Background: an optimization exercise with open tools, aiming at small area, a short achievable clock period and few clock cycles. Do not read the settings as production practice.
Function was checked by simulation only, so behaviour that the tests miss may differ from the original.

==> flow/design.v (outline; a module is shown in full before it is edited, if it fits) <==
// module US_CSC: 1394 lines
module US_CSC (
   input  logic            Clock,
   input  logic            Resetn,
   output logic            SRAM_we_n,
   output logic   [17:0]   SRAM_address,
   input  logic   [15:0]   SRAM_read_data,
   output logic   [15:0]   SRAM_write_data,
   input  logic            US_CSC_enable,
   output logic            US_CSC_complete
);
  // ...
==> flow/flow/run.sh <==
#!/bin/bash
# Standard ORFS layout at the design's clock period and constraints; repair_timing
# is asked to keep extra setup slack so it works on the longest paths.
bash standard.sh SETUP_SLACK_MARGIN=9 TNS_END_PERCENT=10 CORE_UTILIZATION=60 CTS_BUF_LIST=sky130_fd_sc_hd__clkbuf_8 finish > standard_run.log 2>&1
==> flow/standard.sh <==
#!/bin/bash
# synth_recipe.tcl (not shown) runs the flow's synth.tcl, then flattens the netlist and writes it again
# the make line also repeats each setting of config.mk as NAME=value (left out here)
make -C /OpenROAD-flow-scripts/flow DESIGN_CONFIG=/design/flow/config.mk WORK_HOME=/design/flow/orfs CLKGATE_MAP_FILE= SYNTH_SCRIPT=/design/flow/synth_recipe.tcl "${@:-finish}"
==> flow/config.mk <==
export PLATFORM = sky130hd
export DESIGN_NAME = US_CSC
export DESIGN_NICKNAME = US_CSC
export VERILOG_FILES = /design/flow/design.v
export SDC_FILE = /design/flow/constraint.sdc
export NUM_CORES = 4
export LEC_CHECK = 0
export CAP_MARGIN = 20
export CORE_MARGIN = 2
export CORE_UTILIZATION = 40
export SLEW_MARGIN = 20
==> flow/constraint.sdc <==
create_clock -name core_clock -period 13.5 [get_ports {Clock}]
set_input_delay 2.7000 -clock core_clock [delete_from_list [all_inputs] [get_ports {Clock}]]
set_output_delay 2.7000 -clock core_clock [all_outputs]
set_load 0.01 [all_outputs]
==> flow_metrics.env, run 1 <==
export IMPL_diodes=0
export IMPL_cts_max_path_buffers=3
export IMPL_grt_ovfl_total=0
export IMPL_area_growth_pct=15.07
export IMPL_dominant_cell_class="multi-input combinational cells"
export IMPL_hold_depth=0
export IMPL_cp_slowest_stage_delay_ns=0.53
export IMPL_ys_seq_area_frac=0.3471
export IMPL_multi_input_area_share=0.5190
export IMPL_synth_edff_count=104
export IMPL_grt_busiest_layer="met2"
export IMPL_r2r_start="sA[2]$_DFF_P_"
export IMPL_cts_resized=122
export IMPL_finalHoldViolations=0
export IMPL_dp_cells=2405
export IMPL_post_dp_cell_area_um2=21660
export IMPL_clkCellAreaFrac=0.04222
export IMPL_root_buffer="clkbuf_8"
export IMPL_critical_path_top_delay_family="adder cells"
export IMPL_cp_startpoint="sA[2]$_DFF_P_"
export IMPL_outcome="finished clean"
export IMPL_cp_end_kind="flop"
export IMPL_wl_met2_mm=21.17
export IMPL_cp_data_arrival_time_ns=5.17
export IMPL_syn_num_nets=2376
export IMPL_cp_common_cell="fa_1"
export IMPL_finalClockSkew_ns=0.03132
export IMPL_wl_met1_mm=23.48
Testbench counts, summed over its fixed seeds: cycles 1,536,168.
==> run 2, diff against run 1 <==
==> flow/flow/run.sh (replaced) <==
#!/bin/bash
# Standard ORFS layout at the design's clock period and constraints; repair_timing
# is asked to keep extra setup slack so it works on the longest paths.
bash standard.sh SETUP_SLACK_MARGIN=8.8 CORE_UTILIZATION=60 CTS_BUF_LIST=sky130_fd_sc_hd__clkbuf_8 finish > standard_run.log 2>&1
==> flow_metrics.env, run 2 <==
export IMPL_finalMaxSlewViolations=0
export IMPL_hold_class="reg2reg"
export IMPL_cp_common_cell="fa_1"
export IMPL_synth_top_cell_area_share=0.1994
export IMPL_clkLatencyLatePin_ns=0.62
export IMPL_cp_num_buf_inv=3
export IMPL_cts_sinks=293
export IMPL_rows=67
export IMPL_cts_tree="done"
export IMPL_io_buffers=54
export IMPL_hold_depth=0
export IMPL_cp_slowest_stage_delay_ns=0.57
export IMPL_worstPathMaxFanout=8
export IMPL_fmax_mhz=212.7
export IMPL_finalNetCount=2500
export IMPL_synth_seq_cells=293
export IMPL_required_ns=14.01
export IMPL_synth_avg_cell_area_um2=10.65
export IMPL_synth_most_common_cell="inv_1"
export IMPL_largest_reg_flops=104
export IMPL_synth_ff_type="dfxtp_1"
export IMPL_final_cell_mix="inv_1 (407), fa_1 (200), ha_1 (200)"
export IMPL_r2r_worst_path_cells=17
export IMPL_vias=13889
export IMPL_period_minus_slack_ns=4.702
export IMPL_grt_ovfl_total=0
export IMPL_regToRegEndpoint="vp[3]$_DFF_P_"
export IMPL_cts_max_path_buffers=3
export IMPL_cts_buffers=49
export IMPL_grt_usage=0.2860
export IMPL_fin_setup_tns_ns=0
export IMPL_diodes=0
export IMPL_fill_cells=2607
export IMPL_drive_above_1_share=0.1610
export IMPL_htreeDepth=2
export IMPL_r2r_start="sB[1]$_DFF_P_"
export IMPL_die_h_um=189.7
export IMPL_pin_count=55
export IMPL_drtPass1Iterations=5
export IMPL_synth_commonest_cells="inv_1 (407), ha_1 (209), fa_1 (206)"
export IMPL_outcome="finished clean"
export IMPL_routed_wl_mm=49.09
export IMPL_syn_num_nets=2376
export IMPL_r2r_setup_slack_ns=8.80
export IMPL_slew_headroom=0.3245
export IMPL_finalHoldViolations=0
export IMPL_post_dp_cell_area_um2=21680
export IMPL_routabilityCongestion=0.9506
export IMPL_finalClockSkew_ns=0.01648
export IMPL_hold_buffers=0
export IMPL_clkSlewWorstSetupHoldPaths_ns=0.07
export IMPL_top_regs="sr x104, SRAM_address x18, waddr x18"
export IMPL_final_area_um2=23620
export IMPL_grt_pass1_vias=14428
export IMPL_synthDistinctLibCells=74
export IMPL_critPathLaunchType="flop"
export IMPL_worst_slew_pin_slew_ns=1.013
export IMPL_hold_start="breg[4]$_SDFF_PN0_"
export IMPL_drcViolationCount=0
export IMPL_wire_per_inst_um=19.22
export IMPL_grt_pass1_wl_mm=78.68
export IMPL_rsz0062_at_grt="true"
export IMPL_hold_path_end="bufb[4]$_DFF_P_"
export IMPL_synth_edff_count=104
export IMPL_cp_end_kind="flop"
export IMPL_ant_nets=0
export IMPL_hpwl_mm=37.14
export IMPL_die_area_um2=35970
export IMPL_synthesis_area_um2=20680
export IMPL_setup_violations=0
export IMPL_cp_data_arrival_time_ns=5.21
export IMPL_root_buffer="clkbuf_8"
export IMPL_final_common_cell="inv_1"
export IMPL_core_area_um2=33700
export IMPL_cp_slowest_cell="fa_1"
export IMPL_ys_seq_area_frac=0.3471
export IMPL_grt_antenna_before_repair=1
export IMPL_yosysTopAreaCell="fa_1"
export IMPL_final_util=0.7008
export IMPL_synth_warning_count=2
export IMPL_initial_core_util=0.6137
export IMPL_vias_per_cell=5.438
export IMPL_synthTopCellsByArea="fa_1 (20%), edfxtp_1 (15%), dfxtp_1 (14%)"
export IMPL_cp_cell_sequence="inv_2, fa_1, fa_1, inv_1, fa_1, fa_1, inv_1, ha_1, nand2_2, o211ai_1, a21oi_2, o311ai_4, a31oi_4, o21ba_4, ha_4, a21oi_1, mux2_4"
export IMPL_postSynth_asyncResetShare=0.1638
export IMPL_worstSetupPathType="reg2reg"
export IMPL_maxCapViolCount=0
export IMPL_cp_num_cells=17
export IMPL_die_w_um=189.7
export IMPL_critical_path_top_delay_family="adder cells"
export IMPL_drtIter0Drc=863
export IMPL_synthCells=1942
export IMPL_area_growth_pct=14.20
export IMPL_fin_crit_sh=0.3483
export IMPL_largest_register="sr"
export IMPL_grt_start_max_net_pins=82
-- run 2: layout make-up --
class / count / area, um^2 / share of cell area
Multi-Input combinational cell: 1195 / 12190 / 0.5161
Clock inverter: 39 / 281.5 / 0.01192
Sequential cell: 293 / 7272 / 0.3079
Timing Repair Buffer: 119 / 1031 / 0.04365
Tap cell: 448 / 560.5 / 0.02373
Inverter: 408 / 1568 / 0.06638
Clock buffer: 52 / 715.7 / 0.03030
-- run 2: per-stage QoR --
stage,setup WS [ns],std cells,hold slack [ns]
2_1_floorplan,8.805,1942,0.3096
3_3_place_gp,8.250,2407,0.3249
3_5_place_dp,8.162,2407,0.3187
4_1_cts,8.802,2526,0.3394
5_1_grt,8.645,2554,0.3435
6_report,8.798,2554,0.3344
-- run 2: worst max path at each step --
stage / slack (ns) / start / endpoint
2_1_floorplan: 8.80 / yp[2]$_DFF_P_ / greg[0]$_SDFF_PN0_
3_3_place_gp: 8.25 / vp[4]$_DFF_P_ / greg[0]$_SDFF_PN0_
3_5_place_dp: 8.16 / vp[4]$_DFF_P_ / greg[0]$_SDFF_PN0_
4_1_cts: 8.80 / osel2$_DFF_P_ / SRAM_write_data[1]
5_1_grt: 8.64 / sB[1]$_DFF_P_ / vp[3]$_DFF_P_
6_report: 8.80 / sB[1]$_DFF_P_ / vp[3]$_DFF_P_
-- run 2: kinds of logic after synthesis --
| logic type | synth area share |
|---|---|
| flip-flops | 0.3471 |
| AND/OR/NAND/NOR | 0.06964 |
| adder cells (fa/ha/maj) | 0.3302 |
| multiplexers | 0.03503 |
| AO/OA/AOI/OAI | 0.09390 |
| XOR/XNOR | 0.04108 |
| buffers and inverters | 0.08301 |
-- run 2: timing repair --
action / 4_1_cts / 5_1_grt
pin swaps: 14 / 49
resized for setup: 80 / 85
setup endpoints to repair: 56 / 41
setup buffers: 28 / 28
-- run 2: routing by layer --
layer	vias up	share of wire	track usage
li1	6595	-	-
met1	6832	0.47	0.4216
met2	380	0.44	0.4277
met3	82	0.066	0.06143
met4	0	0.025	0.08318
met5	-	0	0
==> run 3, diff against run 2 <==
==> flow/flow/run.sh (replaced) <==
#!/bin/bash
# Standard ORFS layout at the design's clock period and constraints; repair_timing
# is asked to keep extra setup slack so it works on the longest paths.
bash standard.sh SETUP_SLACK_MARGIN=9 CORE_UTILIZATION=60 CTS_BUF_LIST=sky130_fd_sc_hd__clkbuf_8 finish > standard_run.log 2>&1
==> flow_metrics.env, run 3 <==
export IMPL_synth_most_common_cell="inv_1"
export IMPL_grt_pass1_vias=14614
export IMPL_htreeDepth=2
export IMPL_rows=67
export IMPL_cts_tree="done"
export IMPL_drcViolationCount=0
export IMPL_holdWs_ns=0.3220
export IMPL_finalHoldViolations=0
export IMPL_synth_warning_count=2
export IMPL_core_area_um2=33700
export IMPL_area_growth_pct=15.37
export IMPL_cp_num_buf_inv=3
export IMPL_wire_per_inst_um=19.33
export IMPL_r2r_setup_slack_ns=8.83
export IMPL_cp_end_kind="flop"
export IMPL_finalMaxSlewViolations=0
export IMPL_final_common_cell="inv_1"
export IMPL_setup_violations=0
export IMPL_cp_data_arrival_time_ns=5.14
export IMPL_worst_slew_pin_slew_ns=0.9877
export IMPL_cts_buffers=49
export IMPL_grt_antenna_before_repair=0
export IMPL_drtIter0Drc=874
export IMPL_required_ns=13.97
export IMPL_initial_core_util=0.6137
export IMPL_final_cell_mix="inv_1 (395), fa_1 (200), ha_1 (194)"
export IMPL_critPathLaunchType="flop"
export IMPL_grt_start_max_net_pins=81
export IMPL_die_h_um=189.7
export IMPL_postSynth_asyncResetShare=0.1638
export IMPL_synth_edff_count=104
export IMPL_routed_wl_mm=49.31
export IMPL_fin_crit_sh=0.3456
export IMPL_top_regs="sr x104, SRAM_address x18, waddr x18"
export IMPL_synthTopCellsByArea="fa_1 (20%), edfxtp_1 (15%), dfxtp_1 (14%)"
export IMPL_cp_cell_sequence="inv_2, fa_1, fa_1, inv_1, fa_1, fa_1, inv_2, ha_4, nand2_4, o211ai_1, a21oi_2, o311ai_2, a31oi_2, o21ba_4, ha_4, a21oi_2, mux2_2"
export IMPL_die_area_um2=35970
export IMPL_synth_commonest_cells="inv_1 (407), ha_1 (209), fa_1 (206)"
export IMPL_root_buffer="clkbuf_8"
export IMPL_maxCapViolCount=0
export IMPL_slew_headroom=0.3416
export IMPL_grt_pass1_wl_mm=79.27
export IMPL_cp_common_cell="fa_1"
export IMPL_finalClockSkew_ns=0.02030
export IMPL_cp_slowest_cell="fa_1"
export IMPL_outcome="finished clean"
export IMPL_pin_count=55
export IMPL_synthDistinctLibCells=74
export IMPL_finalNetCount=2498
export IMPL_ant_nets=0
export IMPL_synth_top_cell_area_share=0.1994
export IMPL_synth_ff_type="dfxtp_1"
export IMPL_vias=13876
export IMPL_drtPass1Iterations=6
export IMPL_grt_ovfl_total=0
export IMPL_fmax_mhz=214.3
export IMPL_cts_max_path_buffers=3
export IMPL_routabilityCongestion=0.9231
export IMPL_synthCells=1942
export IMPL_yosysTopAreaCell="fa_1"
export IMPL_syn_num_nets=2376
export IMPL_diodes=0
export IMPL_vias_per_cell=5.439
export IMPL_hold_class="reg2reg"
export IMPL_die_w_um=189.7
export IMPL_cp_slowest_stage_delay_ns=0.53
export IMPL_largest_register="sr"
export IMPL_clkLatencyLatePin_ns=0.59
export IMPL_cts_sinks=293
export IMPL_worstSetupPathType="reg2reg"
export IMPL_largest_reg_flops=104
export IMPL_synth_seq_cells=293
export IMPL_io_buffers=54
export IMPL_drive_above_1_share=0.1793
export IMPL_rsz0062_at_grt="true"
export IMPL_period_minus_slack_ns=4.666
export IMPL_synthesis_area_um2=20680
export IMPL_worstPathMaxFanout=8
export IMPL_ys_seq_area_frac=0.3471
export IMPL_grt_usage=0.2875
export IMPL_synth_avg_cell_area_um2=10.65
export IMPL_hpwl_mm=37.83
export IMPL_critical_path_top_delay_family="adder cells"
export IMPL_fin_setup_tns_ns=0
export IMPL_clkSlewWorstSetupHoldPaths_ns=0.06
run 3: cell count changes in the layout (fill, tap and decap cells not counted), moves of 6 or more:
cell      change
o21ai_0      -10
ha_1          -6
a21oi_1       -9
buf_4         -7
clkbuf_8      +6
inv_1        -12
o21ai_1      +11
run 3: cell families (layout without fill, tap and decap cells):
| group | after synthesis | in the layout | synth area share |
|---|---|---|---|
| AOI/OAI and AO/OA | 301 | 301 | 0.09390 |
| xor gates and xnor gates | 97 | 97 | 0.04108 |
| adders and majority gates | 424 | 424 | 0.3302 |
| buffers and inverters | 454 | 615 | 0.08301 |
| DFF | 293 | 293 | 0.3471 |
| muxes | 67 | 67 | 0.03503 |
| and+or+nand+nor | 306 | 306 | 0.06964 |
run 3: worst paths after layout:
path / cells past startpoint / from / end
setup / recovery: 17 / sC[7]$_DFF_P_ / vp[7]$_DFF_P_
min in group asynchronous: 2 / Resetn / US_CSC_complete$_DFFE_PN0P_
hold / removal: 0 / breg[6]$_SDFF_PN0_ / bufb[6]$_DFF_P_
setup reg to reg: 17 / sC[7]$_DFF_P_ / vp[7]$_DFF_P_
hold reg to reg: 0 / breg[6]$_SDFF_PN0_ / bufb[6]$_DFF_P_
max in group asynchronous: 2 / Resetn / col[0]$_DFFE_PN0P_
run 3: layout make-up:
type | count | area (um^2)
Timing Repair Buffer | 117 | 1006
Clock buffer | 58 | 798.3
Inverter | 408 | 1564
Fill cell | 2545 | 9841
Clock inverter | 32 | 277.8
Sequential cell | 293 | 7277
Multi-Input combinational cell | 1195 | 12380
Tap cell | 448 | 560.5
run 3: repair_timing:
item                                    CTS  global route
resized for setup                       147            74
buffers inserted                         42            15
gates cloned                              0             0
hold buffers                              0             0
endpoints found under the setup margin   56            45
pin swaps                                43            45
run 3: through the flow:
stage          area, um^2  cells  worst slack, ns    util
6_report            23860   2551            8.834  0.7080
4_1_cts             23460   2536            8.792  0.6963
2_1_floorplan       20750   1942            8.851       -
3_5_place_dp        21700   2404            8.194  0.6438
5_1_grt             23860   2551            8.644  0.7080
3_3_place_gp        21700   2404            8.186  0.6438
run 3: routing by layer:
layer	share of wire	GRT usage	vias up	wire (um)
met5	0	0	-	0
met4	0.021	0.07961	0	1059
met2	0.44	0.4393	381	21900
met3	0.067	0.05663	71	3283
li1	-	-	6596	-
met1	0.47	0.4207	6828	23070

what the ideal ports hide:
The results above use ideal ports. As a check the final layouts listed here were re-extracted and re-timed, cells and wires unchanged. Step 1 (the two cells are an assumption about what drives the block):
set clk [get_ports {Clock}]
set_driving_cell -lib_cell sky130_fd_sc_hd__clkbuf_16 $clk
set_driving_cell -lib_cell sky130_fd_sc_hd__buf_2 [delete_from_list [all_inputs] $clk]
Step 2 moves the port delays by t, midway between the first and last clock arrival at a register: inputs arrive t later, outputs are due t later. That takes back most of the time a late clock gives input paths. a / b / c = ideal / step 1 / step 2; a / b = the first two.
run | t, ns | setup WS [ns] | worst setup path after step 2 | pins driven straight from the clock port
run 1 | 0.613 | 8.775 / 8.752 / 8.775 | register to register | 1
run 2 | 0.665 | 8.798 / 8.798 / 8.798 | register to register | 1
run 3 | 0.633 | 8.834 / 8.834 / 8.834 | register to register | 1
After both steps every run listed still meets setup and hold.
